This design comes from an exercise in tuning for small area on the open sky130 flow, not from production work. In this exercise RTL edits were held to simulation tests only and were not proved equivalent to the original. In runs 3 to 7 the design's own scripts or RTL, not TritonCTS, make the clock network. The flow treats the clock pin as an ideal source. Dropping or thinning the clock tree relies on that and would not hold on a real chip. No activity file was given, so power comes from the tool's default toggle rates.

<file path="flow/config.mk">
export PLATFORM = sky130hd
export DESIGN_NAME = read_analog
export DESIGN_NICKNAME = read_analog
export VERILOG_FILES = /design/flow/design.v
export SDC_FILE = /design/flow/constraint.sdc
export NUM_CORES = 4
export LEC_CHECK = 0
export CAP_MARGIN = 20
export CORE_MARGIN = 2
export CORE_UTILIZATION = 40
export SLEW_MARGIN = 20
</file>
<file path="flow/constraint.sdc">
create_clock -name core_clock -period 30.0 [get_ports {clk}]
set_input_delay 6.0000 -clock core_clock [delete_from_list [all_inputs] [get_ports {clk}]]
set_output_delay 6.0000 -clock core_clock [all_outputs]
set_load 0.01 [all_outputs]
</file>
<file path="flow/design.v">
module counter (
	input clk,
	input rst_n,
	output reg [2:0] p,
	output step,
	output rise
	);
	assign step = &p;
	assign rise = ~p[2] & p[1] & p[0];
	always @(posedge clk or negedge rst_n) begin
		if (!rst_n)
			p <= 3'd0;
		else
			p <= p + 1'b1;
	end
endmodule
module adc108s102_interface (
	input clk,
	input rst_n,
	input dout,
	output din,
	output cs_n,
	output sclk,
	output reg [11:0] data,
	output sample,
	output check
	);
wire [2:0] p;
wire step, rise;
counter timebase (
	.clk(clk),
	.rst_n(rst_n),
	.p(p),
	.step(step),
	.rise(rise)
	);
assign sclk = p[2];
reg [4:0] v;
reg [7:0] u;
reg hold;
wire v_wrap = v[4] & ~v[3];                  
wire v_last = ~v[4] & (&v[3:0]);             
wire u_wrap = &u;                            
wire u_near = (&u[7:5]) & (u[4] | (&u[3:1]));  
assign sample = step & u_wrap;
always @(posedge clk or negedge rst_n) begin
	if (!rst_n) begin
		v <= 5'd30;
		u <= 8'd131;
		hold <= 1'b0;
	end
	else if (step) begin
		v <= v_wrap ? 5'd0 : v + 1'b1;
		u <= (u + 1'b1) | {5'd0, u_wrap, u_wrap, 1'b0};
		if (u_wrap)
			hold <= 1'b0;
		else if (v_last & u_near)
			hold <= 1'b1;
	end
end
assign cs_n = v[4];
assign din = ~((v[4] & v[3]) | (v == 5'd2) | (v == 5'd3) | (v == 5'd4));
wire data_bit = ~v[4] & ((v[3:0] >= 4'd4) & (v[3:0] <= 4'd13));
wire data_first = (v == 5'd4);
wire frame_bit = ~v[4] & ((v[3:0] <= 4'd3) | (v[3:0] >= 4'd14));
function [3:0] adj;
	input [3:0] d;
	begin
		adj[3] = d[3] | (d[2] & (d[1] | d[0]));
		adj[2] = (d[3] & d[0]) | (d[2] & ~d[1] & ~d[0]);
		adj[1] = (d[1] & (~d[2] | d[0])) | (d[3] & ~d[0]);
		adj[0] = (~d[3] & ~d[2] & d[0]) | (d[2] & d[1] & ~d[0]) | (d[3] & ~d[0]);
	end
endfunction
wire [3:0] a_u = adj(data[3:0]);
wire [3:0] a_t = adj(data[7:4]);
always @(posedge clk) begin
	if (rise & data_bit & ~hold) begin
		if (data_first)
			data <= {11'd0, dout};
		else
			data <= {data[10:8], a_t[3], a_t[2:0], a_u[3], a_u[2:0], dout};
	end
end
reg [2:0] a;
always @(posedge clk or negedge rst_n) begin
	if (!rst_n)
		a <= 3'b000;
	else if (rise & frame_bit)
		a <= dout ? 3'b011 : {a[1:0], a[1] & (a[2] ^ a[0])};
end
assign check = |a;
endmodule
module seg_7_4(
    input clk,
    input rst_n,
    input sample,
    input [11:0] value,
    output [3:0] an_n,
    output reg [6:0] seg
    );
reg [11:0] data;
reg [6:0] dem;
reg [1:0] k;
always @(posedge clk) begin
	if (sample)
		data <= value;
end
wire dem_wrap = &dem[4:0];
always @(posedge clk or negedge rst_n) begin
	if (!rst_n) begin
		dem <= 7'b0111110;
		k <= 2'd0;
	end
	else begin
		dem <= {dem[5:0], dem[6] ^ dem[2] ^ dem_wrap};
		if (dem_wrap)
			k <= k + 1'b1;
	end
end
assign an_n = ~(4'b0001 << k);
reg [3:0] m;
always @* begin
	case (k)
	2'd3: m = {3'b000, data[11] & data[9]};
	2'd2: m = data[11:8];
	2'd1: m = data[7:4];
	default: m = data[3:0];
	endcase
end
always @* begin
	seg[6] = ~((m[3]) | (~m[2] & ~m[0]) | (m[2] & m[0]) | (m[1]));
	seg[5] = ~((~m[2]) | (~m[1] & ~m[0]) | (m[1] & m[0]));
	seg[4] = (~m[3] & ~m[2] & m[1] & ~m[0]);
	seg[3] = (~m[3] & ~m[2] & ~m[1] & m[0]) | (m[2] & ~m[1] & ~m[0]) | (m[2] & m[1] & m[0]);
	seg[2] = (m[2] & ~m[1]) | (m[0]);
	seg[1] = ~((m[3]) | (m[2] & ~m[1]) | (m[2] & ~m[0]) | (~m[1] & ~m[0]));
	seg[0] = (~m[3] & ~m[2] & ~m[1]) | (m[3] & m[1]) | (m[2] & m[1] & m[0]);
end
endmodule
module read_analog (
	input clk,
	input rst_n,
	input dout,
	output cs_n,
	output sclk,
	output din,
	output check,
	output [3:0] an,
	output [6:0] seg
	);
wire [11:0] data;
wire sample;
adc108s102_interface adc108s102_interface (
	.clk(clk),
	.rst_n(rst_n),
	.dout(dout),
	.din(din),
	.cs_n(cs_n),
	.sclk(sclk),
	.data(data),
	.sample(sample),
	.check(check)
	);
seg_7_4 seg_7_4 (
	.clk(clk),
	.rst_n(rst_n),
	.sample(sample),
	.value(data),
	.an_n(an),
	.seg(seg)
	);
endmodule
</file>
<file path="flow/flow/run.sh">
#!/bin/bash
# Own layout flow: the standard ORFS flow (standard.sh), with
#  - synthesis: synth_recipe.tcl unchanged, except that abc maps the logic
#    with an area-oriented script (area.script) and the adder extraction
#    (half/full adder cells) is left out, so abc maps all the logic;
#  - port buffers: every input and output port still gets its own buffer,
#    a sky130_fd_sc_hd__buf_1.
# Each tool's full output stays in orfs/logs; standard.sh's own output goes
# to standard.log in this folder.
set -euo pipefail
W=$PWD
export MY_ABC_SCRIPT=$W/flow/area.script
bash standard.sh \
  SYNTH_SCRIPT=$W/flow/synth.tcl \
  ADDER_MAP_FILE= \
  "BUFFER_PORTS_ARGS=-buffer_cell sky130_fd_sc_hd__buf_1" \
  finish > $W/standard.log 2>&1
</file>
<file path="flow/flow/area.script">
&get -n
&st
&dch
&nf -a
&put
</file>
<file path="flow/flow/synth.tcl">
# The standard flow's synthesis script (synth_recipe.tcl in the work folder), run as is,
# with abc's mapping script replaced by $MY_ABC_SCRIPT.
proc abc {args} {
  set i [lsearch -exact $args -script]
  if { $i >= 0 } {
    set args [lreplace $args [expr {$i + 1}] [expr {$i + 1}] $::env(MY_ABC_SCRIPT)]
  }
  puts "abc (area script): $args"
  yosys abc {*}$args
}
source [file join [file dirname [file dirname [file normalize [info script]]]] synth_recipe.tcl]
</file>
<file path="flow/standard.sh">
#!/bin/bash
# synth_recipe.tcl (not shown) runs the flow's synth.tcl, then flattens the netlist and writes it again
# the make line also repeats each setting of config.mk as NAME=value (left out here)
make -C /OpenROAD-flow-scripts/flow DESIGN_CONFIG=/design/flow/config.mk WORK_HOME=/design/flow/orfs CLKGATE_MAP_FILE= SYNTH_SCRIPT=/design/flow/synth_recipe.tcl "${@:-finish}"
</file>
==> flow_summary.json, run 1 <==
{
  "drc": 0,
  "fin_crit_ns": 8.28,
  "die_height_um": 79.5,
  "chipWidth_um": 79.5,
  "hold_buffers": 0,
  "first_pass_iters": 4,
  "leakagePower_uw": 0.000965,
  "status": "timing/DRC/antenna clean",
  "ys_seq_area_share_pct": 64.1,
  "syn_area_per_cell_um2": 11.3,
  "place_ws_ns": 22.05,
  "grt_usage_pct": 13.1,
  "drt_iter0_drc": 73,
  "peakVddDrop_mv": 0.0275,
  "finalSetupViolations": 0,
  "wire_per_inst_um": 12.6,
  "fin_crit_sh_pct": 27.6,
  "numCtsBuffers": 5,
  "fin_util_pct": 46.7,
  "synth_seq_cells": 53,
  "placement_rows": 27,
  "r2r_end": "adc108s102_interface.data[7]",
  "io_pins": 18,
  "hold_viol_final": 0,
  "routed_wl_mm": 3.81,
  "regToRegSetupSlack_ns": 28.33,
  "fillers": 513,
  "overflow": 0,
  "synthSimpleGateAreaFrac_pct": 18.8,
  "whs_endpoint": "seg_7_4.dem[2]",
  "initial_core_util_pct": 41.4,
  "end_kind": "primary output",
  "p_total_uw": 120,
  "grt_max_degree": 30,
  "netlist_area_mm2": 0.00228,
  "multi_input_area_um2": 793,
  "worstPathArrival_ns": 2.28,
  "synthMuxAreaShare_pct": 0.494,
  "cts.repair.resized": 0,
  "io_buffers": 17,
  "hold_start": "seg_7_4.dem[1]",
  "synth_area_leader_cell": "edfxtp_1",
  "vias": 1532,
  "yosys.area_share.adder_pct": 0,
  "coreArea_mm2": 0.00551,
  "relSlewSlack_pct": 60.7,
  "reg2regPathDepth": 4,
  "finalMaxSlewViolations": 0,
  "clock.fmax_mhz": 121,
  "drv_cap": 0,
  "path_clk_slew_ns": 0.10,
  "dieArea_mm2": 0.00632,
  "layout-drive-gt1-share_pct": 11.3,
  "antenna_cells": 0,
  "gp_congestion": 0.781,
  "critPathKind": "reg2out",
  "setup_tns_ns": 0,
  "worstMarginPinSlew_ns": 0.589,
  "drtAntennaViolNets": 0,
  "hpwlAfterDp_mm": 2.63,
  "clock_path_buffers": 2,
  "seq_area_mm2": 0.00146,
  "area_growth_pct": 12.8,
  "r2r_start": "adc108s102_interface.v[2]",
  "layout_common_cells": "nor2_1, edfxtp_1, a21oi_1, dfrtp_1, buf_1",
  "power_per_cell_area_mw_per_mm2": 46.6,
  "postCtsSetupBuffers": 0,
  "crit_path_max_fanout": 12,
  "root_buffer": "clkbuf_8",
  "synth_top_family_by_area": "simple AND/OR/NAND/NOR gates",
  "crit_required_ns": 24.00,
  "cts_sinks": 53,
  "synth_cell_types": 35,
  "rsz0062_at_grt": "no",
  "synthXorXnorAreaFrac_pct": 2.69,
  "hold_path_depth": 0,
  "synth-compound-area-share_pct": 12.2,
  "vias_per_cell": 5.07,
  "antenna_found_initial": 0,
  "final_common_cell": "nor2_1",
  "skew_ns": 0.00794,
  "synthCells": 201,
  "final_area_mm2": 0.00257,
  "worstSkewPairLatency_ns": 0.31,
  "synthTopCellsByArea": "edfxtp_1, dfrtp_1, dfstp_2",
  "cts_tree": "yes",
  "grt_pass1_vias": 1379,
  "placed_area_mm2": 0.00248,
  "finish.net_count": 232,
  "synth_top_area_share_pct": 31.6,
  "grt_pass1_wl_mm": 6.33,
  "yosys_warnings": 3,
  "h-tree-depth": 2,
  "cp-start-kind": "flip-flop",
  "setup_ws_ns": 21.72,
  "syn-num-nets": 204,
  "hold_path.class": "reg2reg"
}
==> flip-flops by register name, summed over array words and instances (netlist names) <==
register / cells
adc108s102_interface.data: 12
seg_7_4.data: 12
adc108s102_interface.u: 8
seg_7_4.dem: 7
adc108s102_interface.v: 5
adc108s102_interface.a: 3
adc108s102_interface.timebase.p: 3
seg_7_4.k: 2
adc108s102_interface.hold: 1
==> worst max-delay path: stages (launching register included) <==
cell	delay, ns
dfrtp_1	0.49
nor2_1	0.26
clkinv_1	0.15
o2111ai_1	0.52
o21ai_0	0.18
a211oi_1	0.19
buf_1	0.17
==> per-layer routing <==
metal	GRT usage, %	routed length, µm
met2	20.2	1690
met5	0	0
met1	17.5	1890
met4	4.66	57
met3	4.07	175
==> cell usage after synthesis (all sizes together) <==
cell type,count
nor2,25
edfxtp,24
a21oi,17
dfrtp,17
nand2,16
dfstp,12
clkinv,10
nand3,10
o21ai,10
nand2b,6
nor2b,5
xnor2,5
nor3b,4
a31oi,3
and3,3
and3b,3
nand3b,3
nor3,3
a211o,2
a211oi,2
a21o,2
a221oi,2
a2bb2oi,2
nand4,2
nor4,2
xor2,2
a221o,1
and2,1
mux2,1
o2111ai,1
o211ai,1
o21a,1
o2bb2ai,1
or2,1
or3,1
==> worst max path at each step <==
| stage | slack (ns) | to | startpoint |
|---|---|---|---|
| floorplan | 22.23 | seg[6] | seg_7_4.k[0] |
| global placement | 22.14 | seg[6] | seg_7_4.k[0] |
| detailed placement | 22.05 | seg[6] | seg_7_4.k[0] |
| CTS | 21.70 | seg[6] | seg_7_4.k[0] |
| global route | 21.38 | seg[1] | seg_7_4.k[0] |
| finish | 21.72 | seg[6] | seg_7_4.k[0] |
==> metrics by stage <==
step / hold slack [ns] / instances
detailed placement: 0.357 / 294
floorplan: 0.348 / 201
finish: 0.371 / 302
global route: 0.375 / 302
CTS: 0.371 / 302
global placement: 0.353 / 294
==> kinds of logic (layout without fill, tap and decap cells) <==
kind of cell	count (synthesis)	count (layout)
AND/OR/NAND/NOR	85	85
flip-flops	53	53
AO/OA/AOI/OAI	45	45
buffers and inverters	10	39
XOR/XNOR	7	7
multiplexers	1	1
==> final cells by class <==
cell class	instances	area share (%)
well taps	72	3.50
clock inverters	2	0.535
inverters	10	1.46
multi-input cells	138	30.8
flip-flops and latches	53	56.8
clock buffers	6	3.21
repair buffers	21	3.65
==> power by group <==
group	internal (µW)	switching [µW]
clock network	18.8	23.7
logic	0.410	1.04
registers	75.7	0.294
==> inputs of run 2 (changes only) <==
--- a/flow/flow/run.sh
+++ b/flow/flow/run.sh
@@ -5,5 +5,6 @@
 #    (half/full adder cells) is left out, so abc maps all the logic;
 #  - port buffers: every input and output port still gets its own buffer,
-#    a sky130_fd_sc_hd__buf_1.
+#    a sky130_fd_sc_hd__buf_1;
+#  - clock tree: clkbuf_8 buffers only, no dummy loads.
 # Each tool's full output stays in orfs/logs; standard.sh's own output goes
 # to standard.log in this folder.
@@ -15,3 +16,4 @@
   ADDER_MAP_FILE= \
   "BUFFER_PORTS_ARGS=-buffer_cell sky130_fd_sc_hd__buf_1" \
+  "CTS_ARGS=-sink_clustering_enable -sink_clustering_size 80 -sink_clustering_max_diameter 500 -buf_list sky130_fd_sc_hd__clkbuf_8 -root_buf sky130_fd_sc_hd__clkbuf_8 -dont_use_dummy_load -repair_clock_nets" \
   finish > $W/standard.log 2>&1
==> flow/flow/area.script (replaced) <==
&get -n
&deepsyn -T 60
&put
dch
amap
--- a/flow/config.mk
+++ b/flow/config.mk
@@ -9,3 +9,4 @@
 export CORE_MARGIN = 2
 export CORE_UTILIZATION = 40
+export GPL_TIMING_DRIVEN = 0
 export SLEW_MARGIN = 20
==> run 2 against run 1 <==
Routed wire length down 15%. Clock skew up 0.0095 ns. Fmax down 5.3%. Sequential power about the same. Clock power down about 20%. Register-to-register slack worse by 0.88 ns. First-iteration DRC count down 1.4%. Largest power group unchanged. Global-route usage down 0.96 points. Critical path depth up 6. Design area down 6.3%.
==> flow_summary.json, run 2 <==
{
  "synthCells": 196,
  "grt_pass1_wl_mm": 5.75,
  "syn_area_per_cell_um2": 11.1,
  "p_total_uw": 111,
  "ys_async_sr_fraction_pct": 54.7,
  "cts.repair.resized": 0,
  "synth_area_leader_cell": "edfxtp_1",
  "finalSetupViolations": 0,
  "critPathKind": "reg2out",
  "syn-num-nets": 199,
  "synth_edf_count": 24,
  "chipWidth_um": 77.7,
  "layout_common_cells": "nor2_1, clkinv_1, edfxtp_1",
  "grt_pass1_vias": 1350,
  "leakagePower_uw": 0.000860,
  "antenna_cells": 0,
  "setup_tns_ns": 0,
  "crit_path_max_fanout": 4,
  "worstMarginPinSlew_ns": 0.691,
  "peakVddDrop_mv": 0.0207,
  "drtAntennaViolNets": 0,
  "p_int_uw": 91.3,
  "fin_util_pct": 46.6,
  "overflow": 0,
  "routed_wl_mm": 3.25,
  "grt_max_degree": 30,
  "finalMaxSlewViolations": 0,
  "seqPwrFrac_pct": 68.2,
  "power_per_cell_area_mw_per_mm2": 46.2,
  "holdWs_ns": 0.370,
  "clock.fmax_mhz": 114,
  "end_kind": "primary output",
  "ys_seq_area_share_pct": 67.2,
  "cts_sinks": 53,
  "hold_path.class": "reg2reg",
  "first_pass_iters": 4,
  "switching_share_pct": 18.1,
  "drv_cap": 0,
  "top_regs": "adc108s102_interface.data (12), seg_7_4.data (12), adc108s102_interface.u (8)",
  "dieArea_mm2": 0.00604,
  "crit_required_ns": 24.00,
  "numCtsBuffers": 5,
  "final_area_mm2": 0.00241,
  "hold_viol_final": 0,
  "final_common_cell": "nor2_1",
  "placed_area_mm2": 0.00234,
  "skew_ns": 0.0175,
  "synth_cell_types": 27,
  "clock_path_buffers": 2,
  "layout-drive-gt1-share_pct": 9.59,
  "netlist_area_mm2": 0.00217,
  "synth.most_common_cell": "nor2_1",
  "hold_path_depth": 0,
  "wire_per_inst_um": 11.2,
  "reg2regPathDepth": 12,
  "synth_seq_cells": 53,
  "grt_usage_pct": 12.1,
  "p_switching_uw": 20.2,
  "antenna_found_initial": 0,
  "drc": 0,
  "hold_buffers": 0,
  "synthTopCellsByArea": "edfxtp_1, dfrtp_1, dfstp_2",
  "path_clk_slew_ns": 0.09,
  "cp-start-kind": "flip-flop",
  "rsz0062_at_grt": "no",
  "status": "timing/DRC/antenna clean",
  "fin_crit_ns": 8.74,
  "cts_tree": "yes",
  "vias": 1388,
  "gp_congestion": 0.758,
  "postCtsSetupBuffers": 0,
  "area_growth_pct": 10.9,
  "combPwrFrac_pct": 1.3,
  "drt_iter0_drc": 72,
  "worstPathArrival_ns": 2.74,
  "fillers": 469,
  "h-tree-depth": 2,
  "root_buffer": "clkbuf_8",
  "clock_power_share_pct": 30.5,
  "relSlewSlack_pct": 53.7,
  "io_buffers": 17,
  "synthTopCellsByCount": "nor2_1, clkinv_1, edfxtp_1, dfrtp_1, a21oi_1",
  "die_height_um": 77.7,
  "io_pins": 18,
  "worstSkewPairLatency_ns": 0.29,
  "initial_core_util_pct": 42.0,
  "synth_top_area_share_pct": 33.2,
  "yosys_warnings": 3,
  "coreArea_mm2": 0.00517,
  "placement_rows": 26,
  "finish.net_count": 224,
  "fin_crit_sh_pct": 29.1,
  "vias_per_cell": 4.80,
  "synthFlopType": "edfxtp_1",
  "hpwlAfterDp_mm": 2.41
}
==> run 2: cell types whose count changed after synthesis, sizes merged, moves of 5 or more <==
cell / previous run / this run
clkinv: 10 / 32
nand2: 16 / 11
nand2b: 6 / 1
nand3: 10 / 3
nor2: 25 / 36
o21ai: 10 / 4
xnor2: 5 / 0
==> run 2: per-layer routing <==
| metal | routed length [µm] | up-vias | GRT usage [%] | part of all wire [%] |
|---|---|---|---|---|
| li1 | - | 730 | - | - |
| met1 | 1550 | 623 | 15.3 | 48 |
| met2 | 1490 | 31 | 19.5 | 46 |
| met3 | 170 | 4 | 3.84 | 5.2 |
| met4 | 39 | 0 | 4.82 | 1.2 |
| met5 | 0 | - | 0 | 0 |
==> run 2: final cells by class <==
class	count	area [µm²]	share of cell area, %
Tap cell	70	87.6	3.63
Inverter	32	120	4.98
Multi-Input combinational cell	111	599	24.9
Timing Repair Buffer	18	72.6	3.01
Sequential cell	53	1460	60.6
Clock buffer	5	68.8	2.86
==> run 2: path summary, 6_finish.rpt <==
kind,from,endpoint,slack [ns]
worst min register to register,seg_7_4.dem[1],seg_7_4.dem[2],0.37
min in group asynchronous,rst_n,seg_7_4.k[0],5.71
worst max register to register,adc108s102_interface.timebase.p[0],seg_7_4.data[1],27.45
worst max-delay path,seg_7_4.k[0],seg[6],21.26
worst min-delay path,seg_7_4.dem[1],seg_7_4.dem[2],0.37
max in group asynchronous,rst_n,adc108s102_interface.a[0],23.86
==> run 2: cell families after synthesis <==
kind of cell           Yosys count  synth area share [%]
AOI/OAI and AO/OA               41                  12.7
and+or+nand+nor                 70                  14.6
buffers and inverters           32                  5.53
DFF                             53                  67.2
==> run 2: power groups by stage <==
stage               clock, µW  sequential [µW]  combinational, µW
floorplan                   0             77.5              0.500
global placement            0             77.5               1.46
detailed placement          0             77.5               1.50
CTS                      35.7             76.1               1.49
global route             38.5             76.1               1.71
finish                   34.0             76.1               1.39
==> run 2: worst max-delay path: stages (launching register included) <==
cell      delay [ns]
dfrtp_1         0.42
clkinv_1        0.10
nor2_1          0.08
a32o_1          0.26
a221oi_1        0.40
clkinv_1        0.20
nor2_1          0.22
a21oi_1         0.08
nor2_1          0.16
clkinv_1        0.10
o21ai_0         0.10
and3_1          0.18
buf_1           0.15
==> run 2: stage by stage <==
stage,setup slack [ns],std cells
6_report,21.26,289
5_1_grt,21.14,289
4_1_cts,21.28,289
3_5_place_dp,21.62,284
3_3_place_gp,21.71,283
2_1_floorplan,21.89,196
==> inputs of run 3 (changes only) <==
==> flow/flow/run.sh (replaced) <==
#!/bin/bash
# Own layout flow: the standard ORFS flow (standard.sh), with
#  - synthesis: synth_recipe.tcl unchanged, except that abc maps the logic
#    with an area-oriented script (area.script) and the adder extraction
#    (half/full adder cells) is left out, so abc maps all the logic;
#  - port buffers: every input and output port still gets its own buffer,
#    a sky130_fd_sc_hd__buf_1;
#  - clock tree: three clkbuf_8, fed by the clk port, each driving a third
#    of the register clock pins (cts_hook.tcl), instead of TritonCTS's
#    two-level tree.
# Each tool's full output stays in orfs/logs; standard.sh's own output goes
# to standard.log in this folder.
set -euo pipefail
W=$PWD
export MY_ABC_SCRIPT=$W/flow/area.script
export CLOCK_BUF_CELL=sky130_fd_sc_hd__clkbuf_8
export CLOCK_BUF_COUNT=3
bash standard.sh \
  SYNTH_SCRIPT=$W/flow/synth.tcl \
  ADDER_MAP_FILE= \
  "BUFFER_PORTS_ARGS=-buffer_cell sky130_fd_sc_hd__buf_1" \
  PRE_CTS_TCL=$W/flow/cts_hook.tcl \
  finish > $W/standard.log 2>&1
==> flow/flow/cts_hook.tcl (new file) <==
# Clock tree: CLOCK_BUF_COUNT clock buffers of type CLOCK_BUF_CELL, fed
# directly by the clk port, each driving the register clock pins of one
# group of sinks (groups split by position), each placed at the centre of
# its group. Sourced by ORFS's cts.tcl before it calls
# clock_tree_synthesis, which it replaces.
rename clock_tree_synthesis my_tritoncts
proc clock_tree_synthesis {args} {
  set block [ord::get_db_block]
  set clknet [$block findNet clk]
  set master [[ord::get_db] findMaster $::env(CLOCK_BUF_CELL)]
  set nbuf $::env(CLOCK_BUF_COUNT)
  set pts {}
  foreach it [$clknet getITerms] {
    set b [[$it getInst] getBBox]
    lappend pts [list [expr {([$b xMin] + [$b xMax]) / 2}] [expr {([$b yMin] + [$b yMax]) / 2}] $it]
  }
  # split into groups: sort along the wider side of the sink region
  set xs [lmap p $pts {lindex $p 0}]
  set ys [lmap p $pts {lindex $p 1}]
  set dx [expr {[tcl::mathfunc::max {*}$xs] - [tcl::mathfunc::min {*}$xs]}]
  set dy [expr {[tcl::mathfunc::max {*}$ys] - [tcl::mathfunc::min {*}$ys]}]
  set key [expr {$dx >= $dy ? 0 : 1}]
  set pts [lsort -integer -index $key $pts]
  set n [llength $pts]
  for {set g 0} {$g < $nbuf} {incr g} {
    set lo [expr {$g * $n / $nbuf}]
    set hi [expr {($g + 1) * $n / $nbuf - 1}]
    set grp [lrange $pts $lo $hi]
    set inst [odb::dbInst_create $block $master clkbuf_${g}_clk]
    set leaf [odb::dbNet_create $block clknet_${g}_clk]
    $leaf setSigType CLOCK
    set sx 0
    set sy 0
    foreach p $grp {
      lassign $p x y it
      set sx [expr {$sx + $x}]
      set sy [expr {$sy + $y}]
      $it disconnect
      $it connect $leaf
    }
    [$inst findITerm A] connect $clknet
    [$inst findITerm X] connect $leaf
    $inst setLocation [expr {$sx / [llength $grp]}] [expr {$sy / [llength $grp]}]
    $inst setPlacementStatus PLACED
    puts "clock buffer $::env(CLOCK_BUF_CELL) $g drives [llength $grp] clock pins"
  }
  set_propagated_clock [all_clocks]
}
==> run 3 against run 2 <==
Clock skew down 0.012 ns. Cell count is 0.69% lower. Largest cell class unchanged. Critical path type unchanged. Synthesized cell count is the same. Worst setup slack better by 0.13 ns. Highest routed layer unchanged. Flip-flop and latch count did not move. Critical path depth stayed put. Design area shrank 1.1%. Largest power group unchanged. Routed wire length about the same. Sequential power is essentially flat. Fmax grew 1.6%. Global-route usage fell by 1.0 points. Register-to-register slack hardly changed.
==> flow_summary.json, run 3 <==
{
  "crit_path_max_fanout": 4,
  "dieArea_mm2": 0.00604,
  "fin_crit_ns": 8.60,
  "antenna_cells": 0,
  "gp_congestion": 0.758,
  "wire_per_inst_um": 11.3,
  "regToRegSetupSlack_ns": 27.46,
  "hold_path_depth": 0,
  "cp_slowest_stage_delay_ns": 0.43,
  "placement_rows": 26,
  "clock.fmax_mhz": 116,
  "peakVddDrop_mv": 0.0194,
  "area_growth_pct": 9.61,
  "r2r_start": "adc108s102_interface.timebase.p[0]",
  "synthTopCellsByArea": "edfxtp_1, dfrtp_1, dfstp_2",
  "synth_edf_count": 24,
  "hpwlAfterDp_mm": 2.41,
  "worstMarginPinSlew_ns": 0.704,
  "final_area_mm2": 0.00238,
  "yosys_warnings": 3,
  "grt_usage_pct": 11.1,
  "hold_buffers": 0,
  "grt_pass1_wl_mm": 5.75,
  "synth_seq_cells": 53,
  "finalMaxSlewViolations": 0,
  "grt_pass1_vias": 1336,
  "relSlewSlack_pct": 52.9,
  "seqPwrFrac_pct": 73.4,
  "holdWs_ns": 0.372,
  "coreArea_mm2": 0.00517,
  "first_pass_iters": 4,
  "antenna_found_initial": 0,
  "finalSetupViolations": 0,
  "worstSkewPairLatency_ns": 0.16,
  "worstPathArrival_ns": 2.60,
  "critPathKind": "reg2out",
  "grt_max_degree": 30,
  "vias_per_cell": 4.80,
  "overflow": 0,
  "path_clk_slew_ns": 0.10,
  "finish.net_count": 222,
  "drt_iter0_drc": 63,
  "synth_cell_types": 27,
  "leakagePower_uw": 0.000846,
  "reg2regPathDepth": 12,
  "skew_ns": 0.00555,
  "synthCells": 196,
  "placed_area_mm2": 0.00234,
  "vias": 1377,
  "whs_endpoint": "seg_7_4.dem[2]",
  "synthFlopType": "edfxtp_1",
  "io_pins": 18,
  "fin_crit_sh_pct": 28.7,
  "status": "timing/DRC/antenna clean",
  "layout_common_cells": "nor2_1, clkinv_1, edfxtp_1",
  "syn_area_per_cell_um2": 11.1,
  "p_int_uw": 85.5,
  "netlist_area_mm2": 0.00217,
  "power_per_cell_area_mw_per_mm2": 43.5,
  "p_switching_uw": 18.1,
  "place_ws_ns": 21.62,
  "synth_area_leader_cell": "edfxtp_1",
  "synth.most_common_cell": "nor2_1",
  "crit_chain": "clkinv_1 > nor2_1 > a32o_1 > a221oi_1 > clkinv_1 > nor2_1 > a21oi_1 > nor2_1 > clkinv_1 > o21ai_0 > and3_1 > buf_1",
  "syn-num-nets": 199,
  "hold_start": "seg_7_4.dem[1]",
  "rsz0062_at_grt": "no",
  "combPwrFrac_pct": 1.3,
  "end_kind": "primary output",
  "synthTopCellsByCount": "nor2_1, clkinv_1, edfxtp_1, dfrtp_1, a21oi_1",
  "drv_cap": 0,
  "drc": 0,
  "layout-drive-gt1-share_pct": 8.76,
  "die_height_um": 77.7,
  "hold_viol_final": 0,
  "hold_path.class": "reg2reg",
  "drtAntennaViolNets": 0,
  "cts.repair.resized": 0,
  "chipWidth_um": 77.7,
  "synth_top_area_share_pct": 33.2,
  "initial_core_util_pct": 42.0,
  "setup_tns_ns": 0,
  "ys_seq_area_share_pct": 67.2,
  "io_buffers": 17,
  "top_regs": "adc108s102_interface.data (12), seg_7_4.data (12), adc108s102_interface.u (8)",
  "ys_async_sr_fraction_pct": 54.7,
  "setup_ws_ns": 21.40,
  "cp-start-kind": "flip-flop",
  "cp_slowest_cell": "dfrtp_1",
  "switching_share_pct": 17.5,
  "clock_power_share_pct": 25.2,
  "fillers": 472,
  "routed_wl_mm": 3.25,
  "final_common_cell": "nor2_1",
  "r2r_end": "seg_7_4.data[6]",
  "postCtsSetupBuffers": 0,
  "crit_required_ns": 24.00
}
[run 3: cell counts after synthesis]
Identical to the previous run, type by type.
[run 3: layout make-up]
| class | count | area, µm² | share of cell area [%] |
|---|---|---|---|
| inverter | 32 | 120 | 5.04 |
| buffer | 3 | 41.3 | 1.73 |
| multi-input combinational | 111 | 599 | 25.2 |
| tap | 70 | 87.6 | 3.68 |
| sequential | 53 | 1460 | 61.3 |
| timing repair buffer | 18 | 72.6 | 3.05 |
[run 3: per-stage QoR]
step / total power [µW] / instances / util (%)
finish: 104 / 287 / 46.1
global route: 108 / 287 / 46.1
CTS: 105 / 287 / 46.0
detailed placement: 79.0 / 284 / 45.2
global placement: 79.0 / 283 / 44.9
floorplan: 78.0 / 196 / -
[run 3: critical path: cells and delay by family, from the launching register on]
family,cells,cell delay [ns]
AO/OA/AOI/OAI,4,0.83
AND/OR/NAND/NOR,4,0.63
buffers and inverters,4,0.55
flip-flops,1,0.43
[run 3: power by group through the flow]
stage,registers (µW),clock network [µW],logic [µW]
6_report,76.0,26.1,1.39
5_1_grt,76.1,30.0,1.71
4_1_cts,76.1,27.4,1.49
3_5_place_dp,77.5,0,1.50
3_3_place_gp,77.5,0,1.46
2_1_floorplan,77.5,0,0.500
[run 3: cells by family (layout without fill, tap and decap cells)]
family / after synthesis / in the layout / share of synthesized area, %
AOI/OAI and AO/OA: 41 / 41 / 12.7
buffers and inverters: 32 / 53 / 5.53
and+or+nand+nor: 70 / 70 / 14.6
DFF: 53 / 53 / 67.2
[run 3: worst max path at each step]
stage / start / endpoint / slack [ns] / cells after the start
after floorplan: seg_7_4.k[0] / seg[6] / 21.89 / 11
after global placement: seg_7_4.k[0] / seg[6] / 21.71 / 12
after detailed placement: seg_7_4.k[0] / seg[6] / 21.62 / 12
after CTS: seg_7_4.k[0] / seg[6] / 21.42 / 12
after global routing: seg_7_4.k[0] / seg[6] / 21.28 / 12
final: seg_7_4.k[0] / seg[6] / 21.40 / 12
[run 3: layer usage]
metal	part of all wire (%)	vias to the layer above	wire [µm]	global-route usage (%)
li1	-	724	-	-
met1	49	622	1600	16.0
met2	46	26	1480	19.2
met3	3.8	5	123	0.698
met4	1.6	0	51	1.43
met5	0	-	0	0
==> inputs of run 4 (changes only) <==
--- a/flow/design.v
+++ b/flow/design.v
@@ -77,8 +77,6 @@
 always @(posedge clk) begin
 	if (rise & data_bit & ~hold) begin
-		if (data_first)
-			data <= {11'd0, dout};
-		else
-			data <= {data[10:8], a_t[3], a_t[2:0], a_u[3], a_u[2:0], dout};
+		data[11:8] <= {data[10:8], a_t[3]};
+		data[7:0] <= data_first ? {7'd0, dout} : {a_t[2:0], a_u[3], a_u[2:0], dout};
 	end
 end
==> run 4 against run 3 <==
Worst setup slack improved by 0.43 ns. Die area shrank 0.54%. Clock power is 2% higher. Flip-flop and latch count stayed put. Worst hold slack got worse by 0.0029 ns. Register-to-register slack worse by 0.54 ns. Cell count is 0.70% higher. Sequential power about the same. Global-route usage up 0.61 points. Critical endpoint is now seg[0]. Largest cell class unchanged. Largest power group unchanged. Highest routed layer unchanged.
==> flow_summary.json, run 4 <==
{
  "crit_path_max_fanout": 5,
  "drv_cap": 0,
  "vias_per_cell": 4.79,
  "fin_crit_sh_pct": 27.3,
  "dieArea_mm2": 0.00601,
  "synthTopCellsByCount": "clkinv_1, nor2_1, edfxtp_1, dfrtp_1, nand2_1",
  "synthCells": 198,
  "postCtsSetupBuffers": 0,
  "synth_cell_types": 28,
  "crit_required_ns": 24.00,
  "cp_slowest_stage_delay_ns": 0.44,
  "finalMaxSlewViolations": 0,
  "syn_area_per_cell_um2": 10.9,
  "hold_buffers": 0,
  "gp_congestion": 0.810,
  "setup_tns_ns": 0,
  "io_buffers": 17,
  "wire_per_inst_um": 11.0,
  "final_common_cell": "clkinv_1",
  "grt_pass1_wl_mm": 5.98,
  "synth_edf_count": 24,
  "synthFlopType": "edfxtp_1",
  "skew_ns": 0.00811,
  "initial_core_util_pct": 41.8,
  "die_height_um": 77.5,
  "hold_path.class": "reg2reg",
  "routed_wl_mm": 3.17,
  "ys_async_sr_fraction_pct": 54.7,
  "cp-start-kind": "flip-flop",
  "cp_slowest_cell": "dfrtp_1",
  "placement_rows": 26,
  "worstMarginPinSlew_ns": 0.855,
  "coreArea_mm2": 0.00517,
  "antenna_cells": 0,
  "grt_pass1_vias": 1307,
  "first_pass_iters": 4,
  "drt_iter0_drc": 63,
  "status": "timing/DRC/antenna clean",
  "synth.most_common_cell": "clkinv_1",
  "synth_area_leader_cell": "edfxtp_1",
  "power_per_cell_area_mw_per_mm2": 43.9,
  "vias": 1384,
  "io_pins": 18,
  "fin_util_pct": 45.8,
  "grt_usage_pct": 11.8,
  "synthTopCellsByArea": "edfxtp_1, dfrtp_1, dfstp_2",
  "grt_max_degree": 30,
  "yosys_warnings": 3,
  "netlist_area_mm2": 0.00216,
  "hold_viol_final": 0,
  "crit_chain": "clkinv_1 > nor2_1 > a222oi_1 > nor2b_1 > clkinv_1 > nand2_1 > o21ai_0 > nor2_1 > nor2_1 > nor2_1 > buf_1",
  "rsz0062_at_grt": "no",
  "area_growth_pct": 9.67,
  "cp_num_buf_inv": 3,
  "overflow": 0,
  "chipWidth_um": 77.5,
  "cp_top_family": "simple AND/OR/NAND/NOR gates",
  "ys_seq_area_share_pct": 67.6,
  "drtAntennaViolNets": 0,
  "fin_crit_ns": 8.18,
  "synth_top_area_share_pct": 33.4,
  "clock.fmax_mhz": 122,
  "path_clk_slew_ns": 0.11,
  "syn-num-nets": 201,
  "layout-drive-gt1-share_pct": 8.68,
  "end_kind": "primary output",
  "drc": 0,
  "cts.repair.resized": 0,
  "worstSkewPairLatency_ns": 0.16,
  "critPathKind": "reg2out",
  "layout_common_cells": "clkinv_1, nor2_1, edfxtp_1",
  "fillers": 471,
  "worstPathArrival_ns": 2.18,
  "crit_top_cell": "nor2_1",
  "antenna_found_initial": 0,
  "synth_seq_cells": 53,
  "finish.net_count": 224,
  "top_regs": "adc108s102_interface.data (12), seg_7_4.data (12), adc108s102_interface.u (8)",
  "hpwlAfterDp_mm": 2.41,
  "leakagePower_uw": 0.000845,
  "peakVddDrop_mv": 0.0202,
  "finalSetupViolations": 0,
  "holdWs_ns": 0.369,
  "relSlewSlack_pct": 42.5
}
run 4: worst paths after layout:
check / start / end / slack, ns / cells after the start
worst max-delay path: seg_7_4.k[0] / seg[0] / 21.83 / 11
worst min-delay path: seg_7_4.dem[2] / seg_7_4.dem[3] / 0.37 / 0
worst max register to register: adc108s102_interface.timebase.p[0] / adc108s102_interface.u[1] / 26.92 / 18
worst min register to register: seg_7_4.dem[2] / seg_7_4.dem[3] / 0.37 / 0
max in group asynchronous: rst_n / adc108s102_interface.timebase.p[0] / 23.76 / 1
min in group asynchronous: rst_n / seg_7_4.dem[6] / 5.84 / 1
run 4: final cells by class:
class	instances	area, µm²	share of cell area, %
Tap cell	70	87.6	3.70
Inverter	36	135	5.70
Sequential cell	53	1460	61.7
Buffer	3	41.3	1.74
Timing Repair Buffer	18	72.6	3.06
Multi-Input combinational cell	109	572	24.1
run 4: cell families (layout without fill, tap and decap cells):
family / count (synthesis) / in the layout / share of synthesized area (%)
compound gates: 40 / 40 / 12.4
buf+inv: 36 / 57 / 6.25
flops: 53 / 53 / 67.6
simple gates: 69 / 69 / 13.7
run 4: per-stage QoR:
stage | instances | instance area [µm²] | total power [µW] | worst slack [ns]
finish | 289 | 2370 | 104 | 21.83
global route | 289 | 2370 | 108 | 21.47
CTS | 289 | 2370 | 105 | 21.80
detailed placement | 286 | 2330 | 78.9 | 22.01
global placement | 285 | 2310 | 78.9 | 22.02
floorplan | 198 | 2160 | 77.9 | 22.07
run 4: routing by layer:
metal	global-route usage, %	vias to the layer above	routed length, µm
met2	18.4	30	1330
met4	1.79	0	65
met1	18.3	628	1650
met3	0.930	6	125
li1	-	720	-
met5	0	-	0
run 4: power by group:
part	switching [µW]	internal, µW
registers	0.286	75.8
clock network	17.4	9.32
logic	0.951	0.387
total	18.6	85.5
==> inputs of run 5 (changes only) <==
--- a/flow/design.v
+++ b/flow/design.v
@@ -105,12 +105,12 @@
 		data <= value;
 end
-wire dem_wrap = &dem[4:0];
+wire dem_wrap = ~|dem[5:1];
 always @(posedge clk or negedge rst_n) begin
 	if (!rst_n) begin
-		dem <= 7'b0111110;
+		dem <= 7'b0000011;
 		k <= 2'd0;
 	end
 	else begin
-		dem <= {dem[5:0], dem[6] ^ dem[2] ^ dem_wrap};
+		dem <= {dem[5:0], ~(dem[6] ^ dem[3]) ^ dem_wrap};
 		if (dem_wrap)
 			k <= k + 1'b1;
==> run 5 against run 4 <==
Worst setup slack worse by 0.19 ns. Register-to-register slack better by 0.29 ns. Fmax shrank 2.3%. Worst hold slack worse by 0.0056 ns. Die area shrank 0.39%. Design area is 0.37% lower. Routed wire length up 4.6%. Clock skew shrank 0.0013 ns. First-iteration DRC count down 32%. Via count grew 1.9%. Critical path type unchanged. Largest cell class unchanged.
==> flow_summary.json, run 5 <==
{
  "worstSetupStartpoint": "seg_7_4.k[1]",
  "cp_slowest_cell": "dfrtp_1",
  "grt.met2_usage_pct": 20.1,
  "wire_per_inst_um": 11.4,
  "finalSetupViolations": 0,
  "hold_start": "seg_7_4.dem[0]",
  "cp_slowest_stage_delay_ns": 0.42,
  "netlist_area_mm2": 0.00215,
  "hpwlAfterDp_mm": 2.46,
  "ys_async_sr_fraction_pct": 54.7,
  "placed_area_mm2": 0.00232,
  "finish.net_count": 225,
  "hold_viol_final": 0,
  "fin_crit_ns": 8.37,
  "synthFlopType": "edfxtp_1",
  "drc": 0,
  "setup_ws_ns": 21.63,
  "relSlewSlack_pct": 49.9,
  "layout_common_cells": "nor2_1, clkinv_1, edfxtp_1",
  "place_ws_ns": 21.82,
  "chipWidth_um": 77.4,
  "placement_rows": 26,
  "r2r_start": "adc108s102_interface.timebase.p[0]",
  "grt_pass1_vias": 1364,
  "path_clk_slew_ns": 0.11,
  "synthTopCellsByCount": "nor2_1, clkinv_1, edfxtp_1, a21oi_1, dfrtp_1",
  "critPathKind": "reg2out",
  "final_area_mm2": 0.00236,
  "status": "timing/DRC/antenna clean",
  "syn_area_per_cell_um2": 10.8,
  "peakVddDrop_mv": 0.0188,
  "r2r_end": "seg_7_4.data[4]",
  "synth_cell_types": 24,
  "syn-num-nets": 202,
  "holdWs_ns": 0.364,
  "area_growth_pct": 9.71,
  "synthTopCellsByArea": "edfxtp_1, dfrtp_1, dfstp_2",
  "worstSkewPairLatency_ns": 0.16,
  "top_regs": "adc108s102_interface.data (12), seg_7_4.data (12), adc108s102_interface.u (8)",
  "fin_crit_sh_pct": 27.9,
  "initial_core_util_pct": 41.9,
  "drv_cap": 0,
  "yosys_warnings": 3,
  "synth_top_area_share_pct": 33.5,
  "cp_num_buf_inv": 3,
  "whs_endpoint": "seg_7_4.dem[1]",
  "cp-start-kind": "flip-flop",
  "hold_buffers": 0,
  "vias_per_cell": 4.86,
  "crit_required_ns": 24.00,
  "reg2regPathDepth": 14,
  "worstMarginPinSlew_ns": 0.746,
  "antenna_cells": 0,
  "regToRegSetupSlack_ns": 27.21,
  "use_met3_pct": 0.698,
  "grt_pass1_wl_mm": 6.02,
  "first_pass_iters": 4,
  "cp_top_family": "simple AND/OR/NAND/NOR gates",
  "overflow": 0,
  "worstPathArrival_ns": 2.37,
  "ys_seq_area_share_pct": 67.7,
  "drt_iter0_drc": 43,
  "setup_tns_ns": 0,
  "hold_path.class": "reg2reg",
  "top_usage_layer": "met2",
  "routed_wl_mm": 3.31,
  "coreArea_mm2": 0.00514,
  "cts.repair.resized": 0,
  "hold_path_depth": 0,
  "drtAntennaViolNets": 0,
  "crit_path_max_fanout": 5,
  "synth.most_common_cell": "nor2_1",
  "power_per_cell_area_mw_per_mm2": 44.0,
  "synth_edf_count": 24,
  "skew_ns": 0.00686,
  "synth_seq_cells": 53,
  "vias": 1410,
  "io_buffers": 17,
  "die_height_um": 77.4,
  "postCtsSetupBuffers": 0,
  "synthCells": 199,
  "grtUsageMet1_pct": 17.4,
  "leakagePower_uw": 0.000859,
  "io_pins": 18,
  "end_kind": "primary output",
  "finalMaxSlewViolations": 0,
  "antenna_found_initial": 0,
  "layout-drive-gt1-share_pct": 7.27,
  "crit_chain": "clkinv_1 > nor2_1 > a22oi_1 > o21ai_0 > a21oi_1 > clkinv_1 > nor2_1 > a21oi_1 > nor2b_1 > nor3b_1 > nor2b_1 > buf_1",
  "p_total_uw": 104,
  "synth_area_leader_cell": "edfxtp_1",
  "clock.fmax_mhz": 119,
  "grt_usage_pct": 11.8,
  "final_common_cell": "nor2_1",
  "grt_max_degree": 30,
  "gp_congestion": 0.811,
  "rsz0062_at_grt": "no",
  "dieArea_mm2": 0.00598
}
==> run 5: layout make-up <==
cell class              instances  area [µm²]
inverters                      32         120
well taps                      70        87.6
flip-flops and latches         53        1460
plain buffers                   3        41.3
fillers                       527        2780
repair buffers                 18        72.6
multi-input cells             114         582
==> run 5: worst register-to-register path: stages (launching register included) <==
cell and delay, ns:
dfrtp_1 0.39, nand2_1 0.08, clkinv_1 0.07, nand2_1 0.07
clkinv_1 0.11, nand2_1 0.10, nor2_1 0.18, nand2_1 0.13
nor2_1 0.17, nand2_1 0.11, nor2_1 0.14, clkinv_1 0.10
nor2_1 0.14, clkinv_1 0.13, nor2_2 0.52
==> run 5: kinds of logic after synthesis <==
| family | after synthesis | synth area share, % |
|---|---|---|
| and+or+nand+nor | 70 | 14.1 |
| DFF | 53 | 67.7 |
| AOI/OAI and AO/OA | 44 | 12.6 |
| buffers and inverters | 32 | 5.58 |
==> run 5: worst max-delay path by stage <==
stage | slack [ns] | endpoint | cells past startpoint
after floorplan | 21.86 | seg[4] | 11
after global placement | 21.89 | seg[4] | 12
after detailed placement | 21.82 | seg[4] | 12
after CTS | 21.60 | seg[4] | 12
after global routing | 21.24 | seg[4] | 12
final | 21.63 | seg[4] | 12
==> run 5: routing by layer <==
layer	routed length, µm	vias to the layer above
met5	0	-
li1	-	721
met3	130	5
met2	1490	26
met1	1640	658
met4	48	0
==> run 5: metrics by stage <==
stage	cells	utilization [%]
final	290	45.9
after global routing	290	45.9
after CTS	290	45.9
after detailed placement	287	45.1
after global placement	286	44.8
after floorplan	199	-
==> run 5: power breakdown <==
group | leakage (µW) | internal (µW) | switching (µW)
logic | 0.000267 | 0.397 | 1.31
clock network | 0.0000216 | 9.31 | 17.0
registers | 0.000571 | 75.6 | 0.105
==> inputs of run 6 (changes only) <==
--- a/flow/config.mk
+++ b/flow/config.mk
@@ -6,7 +6,7 @@
 export NUM_CORES = 4
 export LEC_CHECK = 0
-export CAP_MARGIN = 20
+export CAP_MARGIN = 0
 export CORE_MARGIN = 2
 export CORE_UTILIZATION = 40
 export GPL_TIMING_DRIVEN = 0
-export SLEW_MARGIN = 20
+export SLEW_MARGIN = 0
==> run 6 against run 5 <==
Still clean on timing, DRC and antenna. Routed wire length down 1.3%. Clock skew is 0.0011 ns higher. Combinational power is about 20% lower. Largest power group unchanged.
==> flow_summary.json, run 6 <==
{
  "ys_seq_area_share_pct": 67.8,
  "critPathKind": "reg2out",
  "synth_cell_types": 25,
  "grt_pass1_wl_mm": 5.52,
  "fin_util_pct": 45.7,
  "drc": 0,
  "antenna_found_initial": 0,
  "chipWidth_um": 77.3,
  "leakagePower_uw": 0.000852,
  "seq_area_mm2": 0.00146,
  "p_total_uw": 104,
  "grt_usage_pct": 10.8,
  "synthCells": 196,
  "multi_input_area_um2": 569,
  "synthTopCellsByCount": "clkinv_1, nor2_1, edfxtp_1, dfrtp_1, a21oi_1",
  "rsz0062_at_grt": "no",
  "syn_area_per_cell_um2": 11.0,
  "vias": 1388,
  "synth_edf_count": 24,
  "area_growth_pct": 9.25,
  "synthFlopType": "edfxtp_1",
  "finalSetupViolations": 0,
  "drv_cap": 0,
  "first_pass_iters": 4,
  "die_height_um": 77.3,
  "worstMarginPinSlew_ns": 1.05,
  "coreArea_mm2": 0.00514,
  "relSlewSlack_pct": 29.5,
  "vias_per_cell": 4.85,
  "gp_congestion": 0.812,
  "clock.fmax_mhz": 121,
  "overflow": 0,
  "status": "timing/DRC/antenna clean",
  "top_regs": "adc108s102_interface.data (12), seg_7_4.data (12), adc108s102_interface.u (8)",
  "fillers": 516,
  "fin_crit_ns": 8.25,
  "layout-drive-gt1-share_pct": 6.48,
  "crit_required_ns": 24.00,
  "syn-num-nets": 199,
  "dpl.cell_count": 283,
  "placement_rows": 26,
  "antenna_cells": 0,
  "synth_seq_cells": 53,
  "drtAntennaViolNets": 0,
  "crit_path_max_fanout": 5,
  "power_per_cell_area_mw_per_mm2": 44.2,
  "finish.net_count": 221,
  "reg2regPathDepth": 14,
  "hold_path_depth": 0,
  "fin_crit_sh_pct": 27.5,
  "io_buffers": 17,
  "setup_tns_ns": 0,
  "yosys_warnings": 3,
  "fin_cells": 286,
  "dieArea_mm2": 0.00598,
  "hold_buffers": 0,
  "io_pins": 18,
  "netlist_area_mm2": 0.00215,
  "initial_core_util_pct": 41.8,
  "path_clk_slew_ns": 0.10,
  "cp_slowest_stage_delay_ns": 0.51,
  "wire_per_inst_um": 11.4,
  "grt_max_degree": 30,
  "finalMaxSlewViolations": 0,
  "cts.repair.resized": 0,
  "hpwlAfterDp_mm": 2.41,
  "hold_viol_final": 0,
  "synthTopCellsByArea": "edfxtp_1, dfrtp_1, dfstp_2",
  "cp-start-kind": "flip-flop",
  "crit_top_cell": "clkinv_1",
  "routed_wl_mm": 3.27,
  "end_kind": "primary output",
  "ys_async_sr_fraction_pct": 54.7,
  "postCtsSetupBuffers": 0,
  "crit_chain": "clkinv_1 > nor2_1 > a222oi_1 > clkinv_1 > o21ai_0 > a21boi_0 > and3_1 > buf_1",
  "synth_area_leader_cell": "edfxtp_1",
  "skew_ns": 0.00792,
  "hold_path.class": "reg2reg",
  "peakVddDrop_mv": 0.0322,
  "worstSkewPairLatency_ns": 0.16,
  "grt_pass1_vias": 1240,
  "cp_slowest_cell": "a222oi_1",
  "synth_top_area_share_pct": 33.5,
  "layout_common_cells": "clkinv_1, nor2_1, edfxtp_1",
  "worstPathArrival_ns": 2.25,
  "drt_iter0_drc": 55
}
## run 6: worst paths after layout
kind	start	to	slack (ns)
min in group asynchronous	rst_n	adc108s102_interface.u[4]	5.85
worst min register to register	seg_7_4.dem[0]	seg_7_4.dem[1]	0.36
worst max register to register	adc108s102_interface.timebase.p[0]	seg_7_4.data[5]	26.91
worst max-delay path	seg_7_4.k[0]	seg[6]	21.75
max in group asynchronous	rst_n	seg_7_4.dem[6]	23.74
worst min-delay path	seg_7_4.dem[0]	seg_7_4.dem[1]	0.36
## run 6: cell type report
class / instances / area share [%]
Multi-Input combinational cell: 109 / 24.2
Inverter: 34 / 5.43
Tap cell: 70 / 3.73
Timing Repair Buffer: 17 / 2.77
Buffer: 3 / 1.76
Sequential cell: 53 / 62.1
## run 6: report_power, final
group	switching [µW]	leakage [µW]	internal, µW
Sequential	0.296	0.000565	75.7
Combinational	0.977	0.000266	0.387
Clock	17.1	0.0000216	9.31
Total	18.4	0.000852	85.4
## run 6: logic make-up after synthesis
logic type,after synthesis,synth area share [%]
AO/OA/AOI/OAI,44,13.3
AND/OR/NAND/NOR,65,13.0
buffers and inverters,34,5.94
flip-flops,53,67.8
## run 6: through the flow
step,cell area (µm²),worst slack [ns],hold slack [ns]
after floorplan,2150,21.88,0.345
after global placement,2300,21.97,0.347
after detailed placement,2310,21.93,0.348
after CTS,2350,21.73,0.363
after global routing,2350,21.33,0.365
final,2350,21.75,0.362
## run 6: critical path: cells and delay by family (launching register included)
kind / cells / cell delay, ns
AO/OA/AOI/OAI: 3 / 0.98
buffers and inverters: 3 / 0.42
AND/OR/NAND/NOR: 2 / 0.27
flip-flops: 1 / 0.42
## run 6: layer usage
metal / track usage, % / share of wire, % / vias to the layer above
met5: 0 / 0 / -
met4: 1.25 / 1.1 / 0
met3: 0.941 / 3.6 / 4
met2: 19.7 / 46 / 20
met1: 14.5 / 49 / 649
li1: - / - / 715
==> inputs of run 7 (changes only) <==
--- a/flow/design.v
+++ b/flow/design.v
@@ -36,6 +36,10 @@
 	);
 assign sclk = p[2];
-reg [4:0] v;
-reg [7:0] u;
+localparam [4:0] V0 = 5'd30;
+localparam [7:0] U0 = 8'd131;
+reg [4:0] v_r;
+reg [7:0] u_r;
+wire [4:0] v = v_r ^ V0;
+wire [7:0] u = u_r ^ U0;
 reg hold;
 wire v_wrap = v[4] & ~v[3];                  
@@ -46,11 +50,11 @@
 always @(posedge clk or negedge rst_n) begin
 	if (!rst_n) begin
-		v <= 5'd30;
-		u <= 8'd131;
+		v_r <= 5'd0;
+		u_r <= 8'd0;
 		hold <= 1'b0;
 	end
 	else if (step) begin
-		v <= v_wrap ? 5'd0 : v + 1'b1;
-		u <= (u + 1'b1) | {5'd0, u_wrap, u_wrap, 1'b0};
+		v_r <= (v_wrap ? 5'd0 : v + 1'b1) ^ V0;
+		u_r <= ((u + 1'b1) | {5'd0, u_wrap, u_wrap, 1'b0}) ^ U0;
 		if (u_wrap)
 			hold <= 1'b0;
==> run 7 against run 6 <==
Flip-flop and latch count is the same. Die area is 0.88% lower. Still clean. Sequential share of layout area up 0.16 points. Largest cell class unchanged. Power fell by 0.44%. Critical path depth stayed put. Critical endpoint unchanged. Cell count down 1.0%. Synthesized cell count decreased by 1.5%. Synthesized area fell by 0.93%. Highest routed layer unchanged.
==> flow_summary.json, run 7 <==
{
  "io_pins": 18,
  "gp_congestion": 0.832,
  "vias": 1370,
  "drtAntennaViolNets": 0,
  "r2r_start": "adc108s102_interface.timebase.p[0]",
  "crit_path_max_fanout": 5,
  "chipWidth_um": 77.0,
  "drc": 0,
  "layout-drive-gt1-share_pct": 3.29,
  "synthTopCellsByCount": "nor2_1, clkinv_1, dfrtp_1, edfxtp_1, a21oi_1",
  "status": "timing/DRC/antenna clean",
  "finish.net_count": 218,
  "whs_endpoint": "seg_7_4.dem[1]",
  "fin_crit_sh_pct": 27.3,
  "overflow": 0,
  "ys_seq_area_share_pct": 68.0,
  "die_height_um": 77.0,
  "crit_required_ns": 24.00,
  "vias_per_cell": 4.84,
  "reg2regPathDepth": 13,
  "relSlewSlack_pct": 29.0,
  "worstSkewPairLatency_ns": 0.16,
  "hold_buffers": 0,
  "syn_area_per_cell_um2": 11.0,
  "regToRegSetupSlack_ns": 26.77,
  "synthFlopType": "dfrtp_1",
  "synthCells": 193,
  "io_buffers": 17,
  "netlist_area_mm2": 0.00213,
  "finalSetupViolations": 0,
  "yosys_warnings": 3,
  "fillers": 511,
  "hpwlAfterDp_mm": 2.39,
  "hold_path.class": "reg2reg",
  "hold_viol_final": 0,
  "wire_per_inst_um": 11.4,
  "hold_path_depth": 0,
  "hold_start": "seg_7_4.dem[0]",
  "grt_usage_pct": 11.6,
  "antenna_found_initial": 0,
  "placement_rows": 26,
  "first_pass_iters": 4,
  "cts.repair.resized": 0,
  "critPathKind": "reg2out",
  "grt_max_degree": 30,
  "worstPathArrival_ns": 2.19,
  "setup_tns_ns": 0,
  "path_clk_slew_ns": 0.10,
  "synth.most_common_cell": "nor2_1",
  "coreArea_mm2": 0.00511,
  "finalMaxSlewViolations": 0,
  "fin_crit_ns": 8.19,
  "r2r_end": "seg_7_4.data[3]",
  "multi_input_area_um2": 577,
  "dieArea_mm2": 0.00592,
  "synthTopCellsByArea": "edfxtp_1, dfrtp_1, nor2_1",
  "initial_core_util_pct": 41.7,
  "synth_area_leader_cell": "edfxtp_1",
  "layout_common_cells": "nor2_1, clkinv_1, dfrtp_1",
  "drv_cap": 0,
  "area_growth_pct": 9.34,
  "worstMarginPinSlew_ns": 1.06,
  "grt_pass1_vias": 1299,
  "postCtsSetupBuffers": 0,
  "synth_seq_cells": 53,
  "peakVddDrop_mv": 0.0313,
  "ys_async_sr_fraction_pct": 54.7,
  "routed_wl_mm": 3.24,
  "syn-num-nets": 196,
  "skew_ns": 0.00838,
  "leakagePower_uw": 0.000863,
  "antenna_cells": 0,
  "synth_edf_count": 24,
  "grt_pass1_wl_mm": 5.88,
  "synth_top_area_share_pct": 33.8,
  "top_regs": "adc108s102_interface.data (12), seg_7_4.data (12), adc108s102_interface.u_r (8)",
  "synth_cell_types": 25,
  "drt_iter0_drc": 72,
  "rsz0062_at_grt": "no",
  "seq_area_mm2": 0.00145,
  "end_kind": "primary output",
  "cp-start-kind": "flip-flop",
  "final_common_cell": "nor2_1",
  "clock.fmax_mhz": 122,
  "fin_util_pct": 45.6,
  "power_per_cell_area_mw_per_mm2": 44.4
}
-- run 7: cell count changes in the layout (fill, tap and decap cells not counted), sizes merged, moves of 2 or more --
| cell | change |
|---|---|
| dfrtp | +7 |
| dfstp | -7 |
| clkinv | -5 |
| nor3 | +3 |
| nor2 | -2 |
| o21ai | +2 |
-- run 7: worst max-delay path by stage --
stage,slack [ns],cells after the start,end,from
floorplan,22.09,7,seg[6],seg_7_4.k[0]
global placement,22.03,8,seg[6],seg_7_4.k[0]
CTS,21.79,8,seg[6],seg_7_4.k[0]
global route,21.55,8,seg[6],seg_7_4.k[0]
detailed placement,21.99,8,seg[6],seg_7_4.k[0]
finish,21.81,8,seg[6],seg_7_4.k[0]
-- run 7: cell type report --
cell class | count | area share [%]
tap | 70 | 3.76
inverter | 29 | 4.67
timing repair buffer | 17 | 2.79
sequential | 53 | 62.2
buffer | 3 | 1.77
multi-input combinational | 111 | 24.8
-- run 7: metal layers --
layer  vias to the layer above  wire length (µm)  track usage [%]
met5                         -                 0                0
met2                        26              1530             20.6
met4                         0                27             1.09
met3                         2               138             1.06
met1                       626              1540             16.1
li1                        716                 -                -
-- run 7: critical path: stages (launching register included) --
cell	delay [ns]
dfrtp_1	0.42
clkinv_1	0.09
nor2_1	0.09
a222oi_1	0.59
clkinv_1	0.17
o21ai_0	0.25
o21ai_0	0.15
nor2_1	0.12
buf_1	0.16
-- run 7: per-stage QoR --
step	hold WS, ns	instances	total power (µW)	instance area, µm²	worst slack [ns]
2_1_floorplan	0.345	193	77.9	2130	22.09
3_3_place_gp	0.349	280	78.9	2280	22.03
3_5_place_dp	0.353	280	79.0	2290	21.99
4_1_cts	0.371	283	105	2330	21.79
5_1_grt	0.369	283	108	2330	21.55
6_report	0.369	283	103	2330	21.81
-- run 7: kinds of logic (layout without fill, tap and decap cells) --
kind of cell / after synthesis / after routing / share of synthesized area (%)
AND/OR/NAND/NOR: 67 / 67 / 13.7
AO/OA/AOI/OAI: 44 / 44 / 13.1
buffers and inverters: 29 / 49 / 5.11
flip-flops: 53 / 53 / 68.0
-- run 7: power by group --
group          internal, µW  total, µW  leakage (µW)  switching, µW
registers              75.7       76.0      0.000572          0.299
clock network          9.30       26.0     0.0000216           16.7
logic                 0.387       1.36      0.000269          0.972

==> port drivers added, routing unchanged <==
How much do the figures lean on ideal ports? The routed layouts below were timed once more, with nothing changed but the port constraints. Step 1: set_driving_cell puts a clkbuf_16 on clk and a buf_2 on each other input, an assumption about the parent block. Step 2 times the ports against the registers' clock, not the clock port: input delays grow and output delays shrink by t, the midpoint of the rising clock arrivals with the driver on. Three values: no drivers, after step 1, after step 2; two values: the first two.
run	t, ns	setup WS [ns]	worst setup path after step 2	worst register clock-pin slew, ns	worst data-port slew with drivers (ns)
run 1	0.334	21.725 / 21.697 / 22.031	register to output	0.10 / 0.10	0.03
run 2	0.312	21.262 / 21.234 / 21.546	register to output	0.09 / 0.09	0.03
run 3	0.200	21.397 / 21.353 / 21.553	register to output	0.10 / 0.10	0.03
run 4	0.202	21.825 / 21.782 / 21.984	register to output	0.11 / 0.11	0.03
run 5	0.204	21.630 / 21.584 / 21.788	register to output	0.11 / 0.11	0.03
run 6	0.202	21.752 / 21.707 / 21.909	register to output	0.11 / 0.11	0.03
run 7	0.199	21.806 / 21.763 / 21.962	register to output	0.10 / 0.10	0.03
After both steps every run listed still meets setup and hold.
